Source: an optimization exercise on an open RTL-to-GDS flow (aim: small area). Production flows keep margins and buffers that such runs may drop. RTL that was checked went through simulation tests only; none was proved equivalent to the original. Power figures rest on the tool's default switching activity, not on a simulated workload.

==> inputs of 11-05 <==
==> flow/design.v <==
module gshare_inv (input a, output y);
    assign y = ~a;
endmodule
module gshare_nand2 (input a, b, output y);
    assign y = ~(a & b);
endmodule
module gshare_nand3 (input a, b, c, output y);
    assign y = ~(a & b & c);
endmodule
module gshare_nor2 (input a, b, output y);
    assign y = ~(a | b);
endmodule
module gshare_and3 (input a, b, c, output y);
    assign y = a & b & c;
endmodule
module gshare_and2 (input a, b, output y);
    assign y = a & b;
endmodule
module gshare_xor2 (input a, b, output y);
    assign y = a ^ b;
endmodule
module gshare_ao22 (input a0, b0, a1, b1, output y);
    assign y = (a0 & b0) | (a1 & b1);
endmodule
module gshare_aoi222 (input a0, b0, a1, b1, a2, b2, output y);
    assign y = ~((a0 & b0) | (a1 & b1) | (a2 & b2));
endmodule
module gshare_entry (
    input  dir, stg,
    input  row_kn, row_w,
    input  wd_dir, wd_stg,
    output dir_nx, stg_nx
);
    gshare_ao22 ud (dir, row_kn, row_w, wd_dir, dir_nx);
    gshare_ao22 us (stg, row_kn, row_w, wd_stg, stg_nx);
endmodule
module gshare_sel8 (
    input  [7:0] sel,
    input  [7:0] d,
    output q
);
    wire [3:0] n;
    gshare_aoi222 u0 (sel[0], d[0], sel[1], d[1], sel[2], d[2], n[0]);
    gshare_aoi222 u1 (sel[3], d[3], sel[4], d[4], sel[5], d[5], n[1]);
    gshare_nand2  u2 (sel[6], d[6], n[2]);
    gshare_nand2  u3 (sel[7], d[7], n[3]);
    assign q = ~&n;
endmodule
module gshare_sel16 (
    input  [15:0] sel,
    input  [15:0] d,
    output q
);
    wire [5:0] n;
    gshare_aoi222 u0 (sel[0],  d[0],  sel[1],  d[1],  sel[2],  d[2],  n[0]);
    gshare_aoi222 u1 (sel[3],  d[3],  sel[4],  d[4],  sel[5],  d[5],  n[1]);
    gshare_aoi222 u2 (sel[6],  d[6],  sel[7],  d[7],  sel[8],  d[8],  n[2]);
    gshare_aoi222 u3 (sel[9],  d[9],  sel[10], d[10], sel[11], d[11], n[3]);
    gshare_aoi222 u4 (sel[12], d[12], sel[13], d[13], sel[14], d[14], n[4]);
    gshare_nand2  u5 (sel[15], d[15], n[5]);
    assign q = ~&n;
endmodule
module gshare_dec16 (
    input  [3:0]  x,
    input         en,
    output [15:0] q
);
    wire [3:0] xn;
    wire [3:0] hn, ln;
    genvar i;
    generate
        for (i = 0; i < 4; i = i + 1) begin : b
            gshare_inv ui (x[i], xn[i]);
        end
        for (i = 0; i < 4; i = i + 1) begin : p
            gshare_nand3 uh (en, i[1] ? x[3] : xn[3], i[0] ? x[2] : xn[2], hn[i]);
            gshare_nand2 ul (i[1] ? x[1] : xn[1], i[0] ? x[0] : xn[0], ln[i]);
        end
        for (i = 0; i < 16; i = i + 1) begin : o
            gshare_nor2 uo (hn[i / 4], ln[i % 4], q[i]);
        end
    endgenerate
endmodule
module gshare_dec16w (
    input  [3:0]  x,
    input         en,
    output [15:0] q,
    output [15:0] qr,
    output [15:0] qn
);
    wire [3:0] xn;
    wire [3:0] h, l;
    genvar i;
    generate
        for (i = 0; i < 4; i = i + 1) begin : b
            gshare_inv ui (x[i], xn[i]);
        end
        for (i = 0; i < 4; i = i + 1) begin : p
            gshare_and3 uh (en, i[1] ? x[3] : xn[3], i[0] ? x[2] : xn[2], h[i]);
            gshare_nor2 ul (i[1] ? xn[1] : x[1], i[0] ? xn[0] : x[0], l[i]);
        end
        for (i = 0; i < 16; i = i + 1) begin : o
            gshare_nand2 un (h[i / 4], l[i % 4], qn[i]);
            gshare_inv   uo (qn[i], q[i]);
            gshare_inv   ur (qn[i], qr[i]);
        end
    endgenerate
endmodule
module gshare_dec8 (
    input  [2:0] x,
    output [7:0] q
);
    wire [2:0] xn;
    wire [3:0] hn;
    genvar i;
    generate
        for (i = 0; i < 3; i = i + 1) begin : b
            gshare_inv ui (x[i], xn[i]);
        end
        for (i = 0; i < 4; i = i + 1) begin : p
            gshare_nand2 uh (i[1] ? x[2] : xn[2], i[0] ? x[1] : xn[1], hn[i]);
        end
        for (i = 0; i < 8; i = i + 1) begin : o
            gshare_nor2 uo (hn[i / 2], i[0] ? xn[0] : x[0], q[i]);
        end
    endgenerate
endmodule
module gshare(
    input clk,
    input areset,
    input  predict_valid,
    input  [6:0] predict_pc,
    output predict_taken,
    output logic [6:0] predict_history,
    input train_valid,
    input train_taken,
    input train_mispredicted,
    input [6:0] train_history,
    input [6:0] train_pc
);
logic [127:0] dir;
logic [127:0] stg;
logic run;
always_ff @(posedge clk or posedge areset) begin
    if (areset)
        run <= 1'b0;
    else
        run <= 1'b1;
end
wire clr;
gshare_inv u_clr (run, clr);
genvar g;
wire [6:0] tidx, pidx;
generate
    for (g = 0; g < 7; g = g + 1) begin : ix
        gshare_xor2 ut (train_pc[g], train_history[g], tidx[g]);
        gshare_xor2 up (predict_pc[g], predict_history[g], pidx[g]);
    end
endgenerate
wire [15:0] row_p;
wire [7:0]  col_p;
gshare_dec16 dec_rp (.x(pidx[6:3]), .en(run), .q(row_p));
gshare_dec8  dec_cp (.x(pidx[2:0]), .q(col_p));
wire [7:0] p_col;
generate
    for (g = 0; g < 8; g = g + 1) begin : prd
        wire [15:0] cd;
        for (genvar r = 0; r < 16; r = r + 1) begin : rb
            assign cd[r] = dir[r*8 + g];
        end
        gshare_sel16 u (.sel(row_p), .d(cd), .q(p_col[g]));
    end
endgenerate
gshare_sel8 p_sel (.sel(col_p), .d(p_col), .q(predict_taken));
wire sel_m = train_valid & train_mispredicted;
wire sel_p = ~sel_m & predict_valid;
wire sel_h = ~sel_m & ~predict_valid;
wire [6:0] hist_nx_n, hist_nx;
generate
    for (g = 0; g < 7; g = g + 1) begin : hst
        gshare_aoi222 u (
            sel_m, (g == 0) ? train_taken : train_history[g-1],
            sel_p, (g == 0) ? predict_taken : predict_history[g-1],
            sel_h, predict_history[g],
            hist_nx_n[g]);
        gshare_inv ui (hist_nx_n[g], hist_nx[g]);
    end
endgenerate
always_ff @(posedge clk or posedge areset) begin
    if (areset)
        predict_history <= 7'b0;
    else
        predict_history <= hist_nx;
end
wire [15:0] row_w, row_r, row_wn;
wire [7:0]  col_w;
gshare_dec16w dec_rw (.x(tidx[6:3]), .en(train_valid), .q(row_w), .qr(row_r), .qn(row_wn));
gshare_dec8  dec_cw (.x(tidx[2:0]), .q(col_w));
wire [7:0] rd_dir, rd_stg;
generate
    for (g = 0; g < 8; g = g + 1) begin : rrow
        wire [15:0] cd, cs;
        for (genvar r = 0; r < 16; r = r + 1) begin : rb
            assign cd[r] = dir[r*8 + g];
            assign cs[r] = stg[r*8 + g];
        end
        gshare_sel16 ud (.sel(row_r), .d(cd), .q(rd_dir[g]));
        gshare_sel16 us (.sel(row_r), .d(cs), .q(rd_stg[g]));
    end
endgenerate
wire r_dir, r_stg;
gshare_sel8 sd (.sel(col_w), .d(rd_dir), .q(r_dir));
gshare_sel8 ss (.sel(col_w), .d(rd_stg), .q(r_stg));
wire t_dir = r_dir & run;
wire t_stg = r_stg & run;
wire n_dir = train_taken ? (t_dir | ~t_stg) : (t_dir & t_stg);
wire n_stg = ~(train_taken ^ t_dir);
wire [7:0]  col_k;
wire [7:0]  wd_dir, wd_stg;
wire [15:0] row_kn;
generate
    for (g = 0; g < 8; g = g + 1) begin : wd
        gshare_nor2 uk (col_w[g], clr, col_k[g]);
        gshare_ao22 ud (col_w[g], n_dir, col_k[g], rd_dir[g], wd_dir[g]);
        gshare_ao22 us (col_w[g], n_stg, col_k[g], rd_stg[g], wd_stg[g]);
    end
    for (g = 0; g < 16; g = g + 1) begin : rk
        gshare_and2 uk (row_wn[g], run, row_kn[g]);
    end
endgenerate
wire [127:0] dir_nx, stg_nx;
generate
    for (g = 0; g < 128; g = g + 1) begin : ent
        gshare_entry u (
            .dir(dir[g]), .stg(stg[g]),
            .row_kn(row_kn[g/8]), .row_w(row_w[g/8]),
            .wd_dir(wd_dir[g%8]), .wd_stg(wd_stg[g%8]),
            .dir_nx(dir_nx[g]), .stg_nx(stg_nx[g]));
    end
endgenerate
always_ff @(posedge clk) begin
    dir <= dir_nx;
    stg <= stg_nx;
end
endmodule
==> flow/flow/run.sh <==
#!/bin/bash
# The standard layout (standard.sh), with two settings changed:
#  - the input and output ports are buffered with buf_1 cells;
#  - clock tree synthesis uses a clkbuf_4 root and trunk, buf_6 buffers for
#    clusters of up to 14 sinks within 60 um, and inserts no dummy loads.
# The whole make output goes to standard.log; each ORFS step also keeps its
# own log under orfs/logs/.
set -euo pipefail
bash standard.sh \
  "BUFFER_PORTS_ARGS=-buffer_cell sky130_fd_sc_hd__buf_1" \
  "CTS_ARGS=-sink_clustering_enable -repair_clock_nets -dont_use_dummy_load -root_buf sky130_fd_sc_hd__clkbuf_4 -buf_list sky130_fd_sc_hd__clkbuf_4 -sink_clustering_buffer sky130_fd_sc_hd__buf_6 -sink_clustering_size 14 -sink_clustering_max_diameter 60" \
  finish > standard.log 2>&1
==> flow/standard.sh <==
#!/bin/bash
# synth_recipe.tcl (not shown) runs the flow's synth.tcl, then flattens the netlist and writes it again
# the make line also repeats each setting of config.mk as NAME=value (left out here)
make -C /OpenROAD-flow-scripts/flow DESIGN_CONFIG=/design/flow/config.mk WORK_HOME=/design/flow/orfs CLKGATE_MAP_FILE= SYNTH_SCRIPT=/design/flow/synth_recipe.tcl "${@:-finish}"
==> flow/config.mk <==
export PLATFORM = sky130hd
export DESIGN_NAME = gshare
export DESIGN_NICKNAME = gshare
export VERILOG_FILES = /design/flow/design.v
export SDC_FILE = /design/flow/constraint.sdc
export NUM_CORES = 4
export LEC_CHECK = 0
export CAP_MARGIN = 20
export CORE_MARGIN = 2
export CORE_UTILIZATION = 50
export SLEW_MARGIN = 20
export SYNTH_HIERARCHICAL = 1
==> flow/constraint.sdc <==
create_clock -name core_clock -period 8.0 [get_ports {clk}]
set_input_delay 1.6000 -clock core_clock [delete_from_list [all_inputs] [get_ports {clk}]]
set_output_delay 1.6000 -clock core_clock [all_outputs]
set_load 0.01 [all_outputs]
==> 09-09: changes against 11-05 <==
==> flow/design.v (replaced) <==
module gshare_aoi222 (input a0, b0, a1, b1, a2, b2, output y);
    assign y = ~((a0 & b0) | (a1 & b1) | (a2 & b2));
endmodule
module gshare_nand2 (input a, b, output y);
    assign y = ~(a & b);
endmodule
module gshare_entry (
    input  dir, stg,
    input  row_kn, row_w,
    input  wd_dir, wd_stg,
    output dir_nx, stg_nx
);
    assign dir_nx = (dir & row_kn) | (row_w & wd_dir);
    assign stg_nx = (stg & row_kn) | (row_w & wd_stg);
endmodule
module gshare_sel8 (
    input  [7:0] sel,
    input  [7:0] d,
    output q
);
    wire [3:0] n;
    gshare_aoi222 u0 (sel[0], d[0], sel[1], d[1], sel[2], d[2], n[0]);
    gshare_aoi222 u1 (sel[3], d[3], sel[4], d[4], sel[5], d[5], n[1]);
    gshare_nand2  u2 (sel[6], d[6], n[2]);
    gshare_nand2  u3 (sel[7], d[7], n[3]);
    assign q = ~&n;
endmodule
module gshare_sel16 (
    input  [15:0] sel,
    input  [15:0] d,
    output q
);
    wire [5:0] n;
    gshare_aoi222 u0 (sel[0],  d[0],  sel[1],  d[1],  sel[2],  d[2],  n[0]);
    gshare_aoi222 u1 (sel[3],  d[3],  sel[4],  d[4],  sel[5],  d[5],  n[1]);
    gshare_aoi222 u2 (sel[6],  d[6],  sel[7],  d[7],  sel[8],  d[8],  n[2]);
    gshare_aoi222 u3 (sel[9],  d[9],  sel[10], d[10], sel[11], d[11], n[3]);
    gshare_aoi222 u4 (sel[12], d[12], sel[13], d[13], sel[14], d[14], n[4]);
    gshare_nand2  u5 (sel[15], d[15], n[5]);
    assign q = ~&n;
endmodule
module gshare(
    input clk,
    input areset,
    input  predict_valid,
    input  [6:0] predict_pc,
    output predict_taken,
    output logic [6:0] predict_history,
    input train_valid,
    input train_taken,
    input train_mispredicted,
    input [6:0] train_history,
    input [6:0] train_pc
);
logic [127:0] dir;
logic [127:0] stg;
logic run;
always_ff @(posedge clk or posedge areset) begin
    if (areset)
        run <= 1'b0;
    else
        run <= 1'b1;
end
wire [6:0] tidx = train_pc ^ train_history;
wire [6:0] pidx = predict_history ^ predict_pc;
wire [15:0] row_p = run ? (16'd1 << pidx[6:3]) : 16'd0;
wire [7:0]  col_p = 8'd1 << pidx[2:0];
wire [7:0] p_col;
genvar g;
generate
    for (g = 0; g < 8; g = g + 1) begin : prd
        wire [15:0] cd;
        for (genvar r = 0; r < 16; r = r + 1) begin : rb
            assign cd[r] = dir[r*8 + g];
        end
        gshare_sel16 u (.sel(row_p), .d(cd), .q(p_col[g]));
    end
endgenerate
wire p_dir;
gshare_sel8 p_sel (.sel(col_p), .d(p_col), .q(p_dir));
assign predict_taken = p_dir;
always_ff @(posedge clk or posedge areset) begin
    if (areset)
        predict_history <= 7'b0;
    else if (train_valid & train_mispredicted)
        predict_history <= {train_history[5:0], train_taken};
    else if (predict_valid)
        predict_history <= {predict_history[5:0], predict_taken};
end
wire [15:0] row_w = train_valid ? (16'd1 << tidx[6:3]) : 16'd0;
wire [15:0] row_r = row_w & {16{run}};
wire [7:0]  col_t = 8'd1 << tidx[2:0];
wire [7:0] old_dir, old_stg;
generate
    for (g = 0; g < 8; g = g + 1) begin : rrow
        wire [15:0] cd, cs;
        for (genvar r = 0; r < 16; r = r + 1) begin : rb
            assign cd[r] = dir[r*8 + g];
            assign cs[r] = stg[r*8 + g];
        end
        gshare_sel16 ud (.sel(row_r), .d(cd), .q(old_dir[g]));
        gshare_sel16 us (.sel(row_r), .d(cs), .q(old_stg[g]));
    end
endgenerate
wire t_dir, t_stg;
gshare_sel8 sd (.sel(col_t), .d(old_dir), .q(t_dir));
gshare_sel8 ss (.sel(col_t), .d(old_stg), .q(t_stg));
wire n_dir = train_taken ? (t_dir | ~t_stg) : (t_dir & t_stg);
wire n_stg = ~(train_taken ^ t_dir);
wire [7:0] wd_dir = (col_t & {8{n_dir}}) | (~col_t & old_dir);
wire [7:0] wd_stg = (col_t & {8{n_stg}}) | (~col_t & old_stg);
wire [15:0] row_kn = ~row_w & {16{run}};
wire [127:0] dir_nx, stg_nx;
generate
    for (g = 0; g < 128; g = g + 1) begin : ent
        gshare_entry u (
            .dir(dir[g]), .stg(stg[g]),
            .row_kn(row_kn[g/8]), .row_w(row_w[g/8]),
            .wd_dir(wd_dir[g%8]), .wd_stg(wd_stg[g%8]),
            .dir_nx(dir_nx[g]), .stg_nx(stg_nx[g]));
    end
endgenerate
always_ff @(posedge clk) begin
    dir <= dir_nx;
    stg <= stg_nx;
end
endmodule
==> flow/run.sh (new file) <==
#!/bin/bash
# synth_recipe.tcl (not shown) runs the flow's synth.tcl, then flattens the netlist and writes it again
# the make line also repeats each setting of config.mk as NAME=value (left out here)
make -C /OpenROAD-flow-scripts/flow DESIGN_CONFIG=/design/flow/config.mk WORK_HOME=/design/flow/orfs CLKGATE_MAP_FILE= SYNTH_SCRIPT=/design/flow/synth_recipe.tcl finish
- CORE_UTILIZATION: 50 -> 40
- CTS_BUF_LIST: default -> sky130_fd_sc_hd__clkbuf_4
removed: flow/flow/run.sh
removed: flow/standard.sh
==> 09-25: changes against 11-05 <==
--- a/flow/design.v
+++ b/flow/design.v
@@ -12,9 +12,6 @@
 endmodule
 module gshare_and3 (input a, b, c, output y);
     assign y = a & b & c;
-endmodule
-module gshare_and2 (input a, b, output y);
-    assign y = a & b;
 endmodule
 module gshare_xor2 (input a, b, output y);
     assign y = a ^ b;
@@ -81,47 +78,18 @@
         end
     endgenerate
 endmodule
-module gshare_dec16w (
-    input  [3:0]  x,
-    input         en,
-    output [15:0] q,
-    output [15:0] qr,
-    output [15:0] qn
-);
-    wire [3:0] xn;
-    wire [3:0] h, l;
-    genvar i;
-    generate
-        for (i = 0; i < 4; i = i + 1) begin : b
-            gshare_inv ui (x[i], xn[i]);
-        end
-        for (i = 0; i < 4; i = i + 1) begin : p
-            gshare_and3 uh (en, i[1] ? x[3] : xn[3], i[0] ? x[2] : xn[2], h[i]);
-            gshare_nor2 ul (i[1] ? xn[1] : x[1], i[0] ? xn[0] : x[0], l[i]);
-        end
-        for (i = 0; i < 16; i = i + 1) begin : o
-            gshare_nand2 un (h[i / 4], l[i % 4], qn[i]);
-            gshare_inv   uo (qn[i], q[i]);
-            gshare_inv   ur (qn[i], qr[i]);
-        end
-    endgenerate
-endmodule
 module gshare_dec8 (
     input  [2:0] x,
     output [7:0] q
 );
     wire [2:0] xn;
-    wire [3:0] hn;
     genvar i;
     generate
         for (i = 0; i < 3; i = i + 1) begin : b
             gshare_inv ui (x[i], xn[i]);
         end
-        for (i = 0; i < 4; i = i + 1) begin : p
-            gshare_nand2 uh (i[1] ? x[2] : xn[2], i[0] ? x[1] : xn[1], hn[i]);
-        end
         for (i = 0; i < 8; i = i + 1) begin : o
-            gshare_nor2 uo (hn[i / 2], i[0] ? xn[0] : x[0], q[i]);
+            gshare_and3 uo (i[2] ? x[2] : xn[2], i[1] ? x[1] : xn[1], i[0] ? x[0] : xn[0], q[i]);
         end
     endgenerate
 endmodule
@@ -192,9 +160,9 @@
     else
         predict_history <= hist_nx;
 end
-wire [15:0] row_w, row_r, row_wn;
+wire [15:0] row_w;
 wire [7:0]  col_w;
-gshare_dec16w dec_rw (.x(tidx[6:3]), .en(train_valid), .q(row_w), .qr(row_r), .qn(row_wn));
+gshare_dec16 dec_rw (.x(tidx[6:3]), .en(train_valid), .q(row_w));
 gshare_dec8  dec_cw (.x(tidx[2:0]), .q(col_w));
 wire [7:0] rd_dir, rd_stg;
 generate
@@ -204,8 +172,8 @@
             assign cd[r] = dir[r*8 + g];
             assign cs[r] = stg[r*8 + g];
         end
-        gshare_sel16 ud (.sel(row_r), .d(cd), .q(rd_dir[g]));
-        gshare_sel16 us (.sel(row_r), .d(cs), .q(rd_stg[g]));
+        gshare_sel16 ud (.sel(row_w), .d(cd), .q(rd_dir[g]));
+        gshare_sel16 us (.sel(row_w), .d(cs), .q(rd_stg[g]));
     end
 endgenerate
 wire r_dir, r_stg;
@@ -225,7 +193,7 @@
         gshare_ao22 us (col_w[g], n_stg, col_k[g], rd_stg[g], wd_stg[g]);
     end
     for (g = 0; g < 16; g = g + 1) begin : rk
-        gshare_and2 uk (row_wn[g], run, row_kn[g]);
+        gshare_nor2 uk (row_w[g], clr, row_kn[g]);
     end
 endgenerate
 wire [127:0] dir_nx, stg_nx;
==> flow/run.sh (new file) <==
#!/bin/bash
# synth_recipe.tcl (not shown) runs the flow's synth.tcl, then flattens the netlist and writes it again
# the make line also repeats each setting of config.mk as NAME=value (left out here)
make -C /OpenROAD-flow-scripts/flow DESIGN_CONFIG=/design/flow/config.mk WORK_HOME=/design/flow/orfs CLKGATE_MAP_FILE= SYNTH_SCRIPT=/design/flow/synth_recipe.tcl finish
- CTS_BUF_LIST: default -> sky130_fd_sc_hd__clkbuf_8 sky130_fd_sc_hd__clkbuf_16
- CTS_CLUSTER_DIAMETER: default -> 70
- CTS_CLUSTER_SIZE: default -> 24
removed: flow/flow/run.sh
removed: flow/standard.sh
==> qor summary <==
| metric | 09-09 | 09-25 | 11-05 |
|---|---|---|---|
| Depth of the critical timing path with buffers and inverters included | 10 | 11 | 11 |
| Area taken by multi-input logic gates | 5080 um2 | 4780 um2 | 4760 um2 |
| Period Utilization, post-route | 76.5% | 78.7% | 73.0% |
| Area growth syn-to-layout | 17.5% | 14.7% | 7.08% |
| Cell with the most instances after synthesis | - | sky130_fd_sc_hd__a22o_1 | sky130_fd_sc_hd__a22o_1 |
| CP Launch Point | predict_pc[6] | predict_pc[6] | predict_pc[4] |
| Layout multi-input combinational cell count | 640 | 596 | 604 |
| Run status | complete, no violations | complete, no violations | complete, no violations |
| Met2 routing resource usage after global routing | 42.9% | 49.2% | 51.6% |
| Psw | 0.000736 W | 0.000650 W | 0.000605 W |
| Number of levels the H-tree was split into | 3 | 1 | 1 |
| Post-detailed-placement cell area | 11,400 um2 | 11,100 um2 | 10,800 um2 |
| Number of distinct library cells after synthesis | 23 | 16 | 16 |
| Sequential share of cell area | 43.4% | 45.8% | 48.3% |
| Worst flop-to-flop path endpoint | stg[53] | stg[101] | stg[113] |
| Count of fill cells added during filler insertion | 2,397 | 1,714 | 1,787 |
| Detailed-routed wire length on met2 | 17,100 um | 15,900 um | 17,000 um |
| Initial antenna violation count | 1 | 0 | 3 |
| Critical Path Max Stage Delay | 520 ps | 530 ps | 640 ps |
| Syn nets | 937 | 910 | 950 |
| First-pass GRT wire length | 57,200 um | 53,500 um | 55,400 um |
| Grt met1 use | 37.6% | 45.0% | 44.6% |
| Average wire length per cell after detail routing | 27.0 um | 28.2 um | 29.3 um |
| Net count of the finished layout | 1,070 | 991 | 1,010 |
| Total global-route track usage | 27.9% | 31.6% | 32.7% |
Function not checked in 09-09: the RTL went through the layout flow alone.

what the ideal ports hide:
No port has a modelled driver above. Below, the same layouts with a new extraction and two added sets of constraints.
Step 1, drivers: a clkbuf_16 drives clk and a buf_2 each remaining input, both assumed.
Step 2, shift: input delay + t, output delay - t, t = (earliest + latest rising clock arrival at the registers) / 2. This alone moves slack from input paths to output paths.
Three values: no drivers, after step 1, after step 2; two values: the first two.
| run | shift t [ns] | setup WS [ns] | slew at the worst register clock pin (ns) |
|---|---|---|---|
| 11-05 | 0.706 | 2.162 / 2.137 / 1.902 | 0.11 / 0.11 |
| 09-09 | 0.718 | 1.884 / 1.850 / 1.850 | 0.07 / 0.07 |
| 09-25 | 0.548 | 1.705 / 1.673 / 1.608 | 0.10 / 0.10 |
After both steps every run listed still meets setup and hold. The setup slack of 11-05, which loses most, moves by -0.025 ns with the drivers and by -0.260 ns with both steps.
